This design comes from an exercise in tuning for small area on the open sky130 flow, not from production work.
Function was checked by simulation only, so behaviour that the tests miss may differ from the original.
The flow treats the clock pin as an ideal source, which a real chip does not have.

Setup of orange:
Design generator, start of the top module:
module generator #(
    parameter   [31:0]  BASE_ADDRESS    = 32'h3000_0000,
    parameter   [15:0]  PERIOD          = 16'd8,
    parameter   [7:0]   RAM_END_ADDR    = 8'd0
)(
    input wire          caravel_wb_clk_i,        
    input wire          caravel_wb_rst_i,        
    input wire          caravel_wb_stb_i,        
    input wire          caravel_wb_cyc_i,        
    input wire          caravel_wb_we_i,         
    input wire  [3:0]   caravel_wb_sel_i,        
    input wire  [31:0]  caravel_wb_dat_i,        
    input wire  [31:0]  caravel_wb_adr_i,        
    output reg          caravel_wb_ack_o,        
    output wire [31:0]  caravel_wb_dat_o,        
    output wire         rambus_wb_rst_o,         
    output wire         rambus_wb_stb_o,         
    output wire         rambus_wb_cyc_o,         
    output wire         rambus_wb_we_o,          
    output wire [3:0]   rambus_wb_sel_o,         
    output wire [31:0]  rambus_wb_dat_o,         
    output reg  [7:0]   rambus_wb_adr_o,         
    input wire          rambus_wb_ack_i,         
    input wire  [31:0]  rambus_wb_dat_i,         
    output reg  [7:0]   dac,
    output wire         dbg_ram_addr_zero,
    output wire         dbg_state_run,
    output wire         dbg_dac_start,
    output wire         dbg_ram_wb_stb,
    output wire         dbg_caravel_wb_stb
);
==> module generator, before the edit <==
module generator #(
    parameter   [31:0]  BASE_ADDRESS    = 32'h3000_0000,
    parameter   [15:0]  PERIOD          = 16'd8,
    parameter   [7:0]   RAM_END_ADDR    = 8'd0
)(
    input wire          caravel_wb_clk_i,        
    input wire          caravel_wb_rst_i,        
    input wire          caravel_wb_stb_i,        
    input wire          caravel_wb_cyc_i,        
    input wire          caravel_wb_we_i,         
    input wire  [3:0]   caravel_wb_sel_i,        
    input wire  [31:0]  caravel_wb_dat_i,        
    input wire  [31:0]  caravel_wb_adr_i,        
    output reg          caravel_wb_ack_o,        
    output wire [31:0]  caravel_wb_dat_o,        
    output wire         rambus_wb_rst_o,         
    output wire         rambus_wb_stb_o,         
    output wire         rambus_wb_cyc_o,         
    output wire         rambus_wb_we_o,          
    output wire [3:0]   rambus_wb_sel_o,         
    output wire [31:0]  rambus_wb_dat_o,         
    output reg  [7:0]   rambus_wb_adr_o,         
    input wire          rambus_wb_ack_i,         
    input wire  [31:0]  rambus_wb_dat_i,         
    output reg  [7:0]   dac,
    output wire         dbg_ram_addr_zero,
    output wire         dbg_state_run,
    output wire         dbg_dac_start,
    output wire         dbg_ram_wb_stb,
    output wire         dbg_caravel_wb_stb
);
    wire clk   = caravel_wb_clk_i;
    wire reset = caravel_wb_rst_i;
    wire nrst  = ~reset;
    wire adr_match = caravel_wb_adr_i == BASE_ADDRESS;
    wire bus_acc   = caravel_wb_stb_i & caravel_wb_cyc_i & adr_match;
    wire bus_wr    = bus_acc &  caravel_wb_we_i;
    wire bus_rd    = bus_acc & ~caravel_wb_we_i;
    reg [15:0] period;
    reg [7:0]  ram_end_addr;
    reg        run;
    wire [24:0] cfg     = {run, ram_end_addr, period};
    wire        wr_ld   = nrst & bus_wr;
    wire        wr_hd   = nrst & ~bus_wr;
    wire [24:0] cfg_ao;
    gen_ao22 #(25) u_cfg (.a(caravel_wb_dat_i[24:0]), .sa(wr_ld), .b(cfg), .sb(wr_hd), .y(cfg_ao));
    always @(posedge clk)
        {run, ram_end_addr, period} <= {cfg_ao[24:4], cfg_ao[3] | reset, cfg_ao[2:0]};
    reg [24:0] rd_data;
    wire rd_ld = nrst & bus_rd;
    wire rd_hd = nrst & ~bus_rd;
    wire [24:0] rd_nx;
    gen_ao22 #(25) u_rd (.a(cfg), .sa(rd_ld), .b(rd_data), .sb(rd_hd), .y(rd_nx));
    always @(posedge clk)
        rd_data <= rd_nx;
    assign caravel_wb_dat_o = {7'd0, rd_data};
    always @(posedge clk)
        caravel_wb_ack_o <= nrst & caravel_wb_stb_i & adr_match;
    reg        running;
    reg        upd;
    reg        dac_start_q;
    reg [1:0]  byte_count;
    reg [15:0] wait_cnt;             
    wire [16:0] wait_z;
    assign wait_z[0] = 1'b1;
    genvar gi;
    generate for (gi = 0; gi < 16; gi = gi + 1) begin : g_dec
        assign wait_z[gi+1] = wait_z[gi] & ~wait_cnt[gi];
    end endgenerate
    wire [15:0] wait_nx;
    gen_ldx #(16) u_wait (.a(period), .sa(upd), .b(wait_cnt), .t(wait_z[15:0]), .y(wait_nx));
    always @(posedge clk) begin
        dac_start_q <= upd;
        wait_cnt    <= wait_nx;
        running     <= nrst & (running | run);
        upd         <= nrst & (running ? (~upd & (wait_cnt == 16'd2)) : run);
        byte_count  <= {2{nrst}} & {byte_count[1] ^ (byte_count[0] & upd), byte_count[0] ^ upd};
    end
    wire fetch_next = dac_start_q & byte_count[1] & ~byte_count[0];
    reg        init;
    reg        req;
    reg [7:0]  ram_address;
    wire s_init  = init & ~req;
    wire s_first = init &  req;
    wire s_wait  = ~init & ~req;
    wire s_ack   = ~init &  req;
    wire fetch   = s_first | (s_wait & fetch_next);
    wire got     = s_ack & rambus_wb_ack_i;
    wire [8:0] ra_c;
    assign ra_c[0] = 1'b1;
    generate for (gi = 0; gi < 8; gi = gi + 1) begin : g_inc
        assign ra_c[gi+1] = ra_c[gi] & ram_address[gi];
    end endgenerate
    wire [7:0] ra_inc  = ram_address ^ ra_c[7:0];
    wire       ra_wrap = ra_inc == ram_end_addr;
    wire       ra_ld   = nrst & ((s_init & ~ram_address[3]) | (fetch & ~ra_wrap));
    wire       ra_hd   = nrst & ~s_init & ~fetch;
    wire       ad_ld   = nrst & fetch;
    wire       ad_hd   = nrst & ~fetch;
    wire [7:0] ra_nx, ad_nx;
    gen_ao22 #(8) u_ra (.a(ra_inc), .sa(ra_ld), .b(ram_address), .sb(ra_hd), .y(ra_nx));
    gen_ao22 #(8) u_ad (.a(ram_address), .sa(ad_ld), .b(rambus_wb_adr_o), .sb(ad_hd), .y(ad_nx));
    always @(posedge clk) begin
        init            <= reset | s_init;
        req             <= nrst & ((s_init & ram_address[3]) | fetch | (s_ack & ~rambus_wb_ack_i));
        ram_address     <= ra_nx;
        rambus_wb_adr_o <= ad_nx;
    end
    reg [31:0] dac_data;
    reg [31:0] dac_data_buf;
    wire g_ld = nrst & got;                  
    wire g_hd = nrst & ~got;
    wire b_sh = nrst & ~got & upd;           
    wire b_hd = nrst & ~got & ~upd;
    wire d_ld = nrst & upd;
    wire d_hd = nrst & ~upd;
    wire [31:0] dd_nx, buf_nx;
    wire [7:0]  dac_nx;
    gen_ao22  #(32) u_dd   (.a(rambus_wb_dat_i), .sa(g_ld), .b(dac_data), .sb(g_hd), .y(dd_nx));
    gen_ao22  #(8)  u_bufh (.a(dac_data[31:24]), .sa(g_ld), .b(dac_data_buf[31:24]), .sb(b_hd),
                            .y(buf_nx[31:24]));
    gen_ao222 #(24) u_bufl (.a(dac_data[23:0]), .sa(g_ld), .b(dac_data_buf[31:8]), .sb(b_sh),
                            .c(dac_data_buf[23:0]), .sc(b_hd), .y(buf_nx[23:0]));
    gen_ao22  #(8)  u_dac  (.a(dac_data_buf[7:0]), .sa(d_ld), .b(dac), .sb(d_hd), .y(dac_nx));
    always @(posedge clk) begin
        dac_data     <= dd_nx;
        dac_data_buf <= buf_nx;
        dac          <= dac_nx;
    end
    assign rambus_wb_stb_o    = s_ack;
    assign rambus_wb_cyc_o    = s_ack;
    assign rambus_wb_rst_o    = reset | s_init;
    assign rambus_wb_we_o     = 1'b0;
    assign rambus_wb_sel_o    = 4'b1111;
    assign rambus_wb_dat_o    = 32'd0;
    assign dbg_ram_addr_zero  = ram_address == 8'd0;
    assign dbg_state_run      = run;
    assign dbg_dac_start      = dac_start_q;
    assign dbg_ram_wb_stb     = s_ack;
    assign dbg_caravel_wb_stb = caravel_wb_stb_i;
endmodule
==> module gen_ldx, before the edit <==
module gen_ldx #(
    parameter W = 1
)(
    input  wire [W-1:0] a,
    input  wire         sa,
    input  wire [W-1:0] b,
    input  wire [W-1:0] t,
    output wire [W-1:0] y
);
    assign y = sa ? a : (b ^ t);
endmodule
==> flow/config.mk <==
export PLATFORM = sky130hd
export DESIGN_NAME = generator
export DESIGN_NICKNAME = generator
export VERILOG_FILES = /design/flow/design.v
export SDC_FILE = /design/flow/constraint.sdc
export NUM_CORES = 4
export LEC_CHECK = 0
export CAP_MARGIN = 0
export CORE_MARGIN = 2
export CORE_UTILIZATION = 60
export SLEW_MARGIN = 0
export SYNTH_HIERARCHICAL = 1
export SYNTH_MINIMUM_KEEP_SIZE = 0
==> flow/constraint.sdc <==
create_clock -name core_clock -period 10.0 [get_ports {caravel_wb_clk_i}]
set_input_delay 2.0000 -clock core_clock [delete_from_list [all_inputs] [get_ports {caravel_wb_clk_i}]]
set_output_delay 2.0000 -clock core_clock [all_outputs]
set_load 0.01 [all_outputs]
standard.sh (not shown) runs the stock make flow with config.mk's settings and CLKGATE_MAP_FILE= SYNTH_SCRIPT=/design/flow/synth_recipe.tcl, a recipe that flattens the netlist after the stock synthesis.
==> flow/flow/run.sh <==
#!/bin/bash
# Own layout flow: the standard flow (standard synthesis unchanged), with
# minimum-size port buffers, one shared tie cell, combinational cells at their
# smallest size after floorplan, and a clock tree of small buffers, upsized
# where their slew is high.
set -euo pipefail
here=$(pwd)
export BUFFER_PORTS_ARGS="-buffer_cell sky130_fd_sc_hd__buf_1"
export CTS_ARGS="-sink_clustering_enable -repair_clock_nets -dont_use_dummy_load -buf_list sky130_fd_sc_hd__clkbuf_4 -root_buf sky130_fd_sc_hd__clkbuf_8"
export POST_FLOORPLAN_TCL=$here/flow/post_floorplan.tcl
export POST_CTS_TCL=$here/flow/post_cts.tcl
bash standard.sh > standard.log 2>&1
Other scripts of this flow, unchanged in this note and not shown: flow/flow/post_cts.tcl, flow/flow/post_floorplan.tcl
The inputs of red differ from those of orange as listed below.
diff --git a/flow/design.v b/flow/design.v
--- a/flow/design.v
+++ b/flow/design.v
@@ -61,24 +61,19 @@
     reg        running;
     reg        upd;
     reg        dac_start_q;
     reg [1:0]  byte_count;
     reg [15:0] wait_cnt;             
-    wire [16:0] wait_z;
-    assign wait_z[0] = 1'b1;
-    genvar gi;
-    generate for (gi = 0; gi < 16; gi = gi + 1) begin : g_dec
-        assign wait_z[gi+1] = wait_z[gi] & ~wait_cnt[gi];
-    end endgenerate
+    wire [15:0] wait_dec = wait_cnt - 16'd1;
     wire [15:0] wait_nx;
-    gen_ldx #(16) u_wait (.a(period), .sa(upd), .b(wait_cnt), .t(wait_z[15:0]), .y(wait_nx));
+    gen_ao22 #(16) u_wait (.a(period), .sa(upd), .b(wait_dec), .sb(~upd), .y(wait_nx));
     always @(posedge clk) begin
         dac_start_q <= upd;
         wait_cnt    <= wait_nx;
         running     <= nrst & (running | run);
         upd         <= nrst & (running ? (~upd & (wait_cnt == 16'd2)) : run);
-        byte_count  <= {2{nrst}} & {byte_count[1] ^ (byte_count[0] & upd), byte_count[0] ^ upd};
+        byte_count  <= {2{nrst}} & (byte_count + {1'b0, upd});
     end
     wire fetch_next = dac_start_q & byte_count[1] & ~byte_count[0];
     reg        init;
     reg        req;
     reg [7:0]  ram_address;
@@ -86,16 +81,11 @@
     wire s_first = init &  req;
     wire s_wait  = ~init & ~req;
     wire s_ack   = ~init &  req;
     wire fetch   = s_first | (s_wait & fetch_next);
     wire got     = s_ack & rambus_wb_ack_i;
-    wire [8:0] ra_c;
-    assign ra_c[0] = 1'b1;
-    generate for (gi = 0; gi < 8; gi = gi + 1) begin : g_inc
-        assign ra_c[gi+1] = ra_c[gi] & ram_address[gi];
-    end endgenerate
-    wire [7:0] ra_inc  = ram_address ^ ra_c[7:0];
+    wire [7:0] ra_inc  = ram_address + 8'd1;
     wire       ra_wrap = ra_inc == ram_end_addr;
     wire       ra_ld   = nrst & ((s_init & ~ram_address[3]) | (fetch & ~ra_wrap));
     wire       ra_hd   = nrst & ~s_init & ~fetch;
     wire       ad_ld   = nrst & fetch;
     wire       ad_hd   = nrst & ~fetch;
@@ -163,16 +153,5 @@
     input  wire         sc,
     output wire [W-1:0] y
 );
     assign y = ({W{sa}} & a) | ({W{sb}} & b) | ({W{sc}} & c);
 endmodule
-module gen_ldx #(
-    parameter W = 1
-)(
-    input  wire [W-1:0] a,
-    input  wire         sa,
-    input  wire [W-1:0] b,
-    input  wire [W-1:0] t,
-    output wire [W-1:0] y
-);
-    assign y = sa ? a : (b ^ t);
-endmodule
Findings:
red was carried through to the last stage, and its layout satisfied the timing, design-rule and antenna checks. Across both runs, relative area change from synthesis to final layout was lower for red than for orange. Maximum resistive drop on vdd ends up lower on red. Lower buffer count excluding the clock tree in the final layout among orange and red: red. red and orange ended up with roughly the same share of the cycle needed by the critical path after routing. orange → red: design area went up; worst hold margin went up. The setup slack of red is smaller than that of orange.

-- afterwards: timing with drivers on the ports --
No port has a modelled driver above. Below, the same layouts with a new extraction and two added sets of constraints.
Step 1 (the two cells are an assumption about what drives the block):
set clk [get_ports {caravel_wb_clk_i}]
set_driving_cell -lib_cell sky130_fd_sc_hd__clkbuf_16 $clk
set_driving_cell -lib_cell sky130_fd_sc_hd__buf_2 [delete_from_list [all_inputs] $clk]
Step 2 moves the port delays by t, midway between the first and last clock arrival at a register: inputs arrive t later, outputs are due t later. That takes back most of the time a late clock gives input paths.
Slacks: ideal ports / drivers / drivers and shift; pairs: ideal ports / drivers.
run | t, ns | setup WS [ns] | worst setup path at the end | clock arrival spread, ns | pins driven straight from the clock port
orange | 0.448 | 5.334 / 5.312 / 5.312 | input to output | 0.037 / 0.037 | 1
red | 0.434 | 5.328 / 5.306 / 5.306 | input to output | 0.034 / 0.034 | 1
After both steps setup and hold are still met in every run listed.
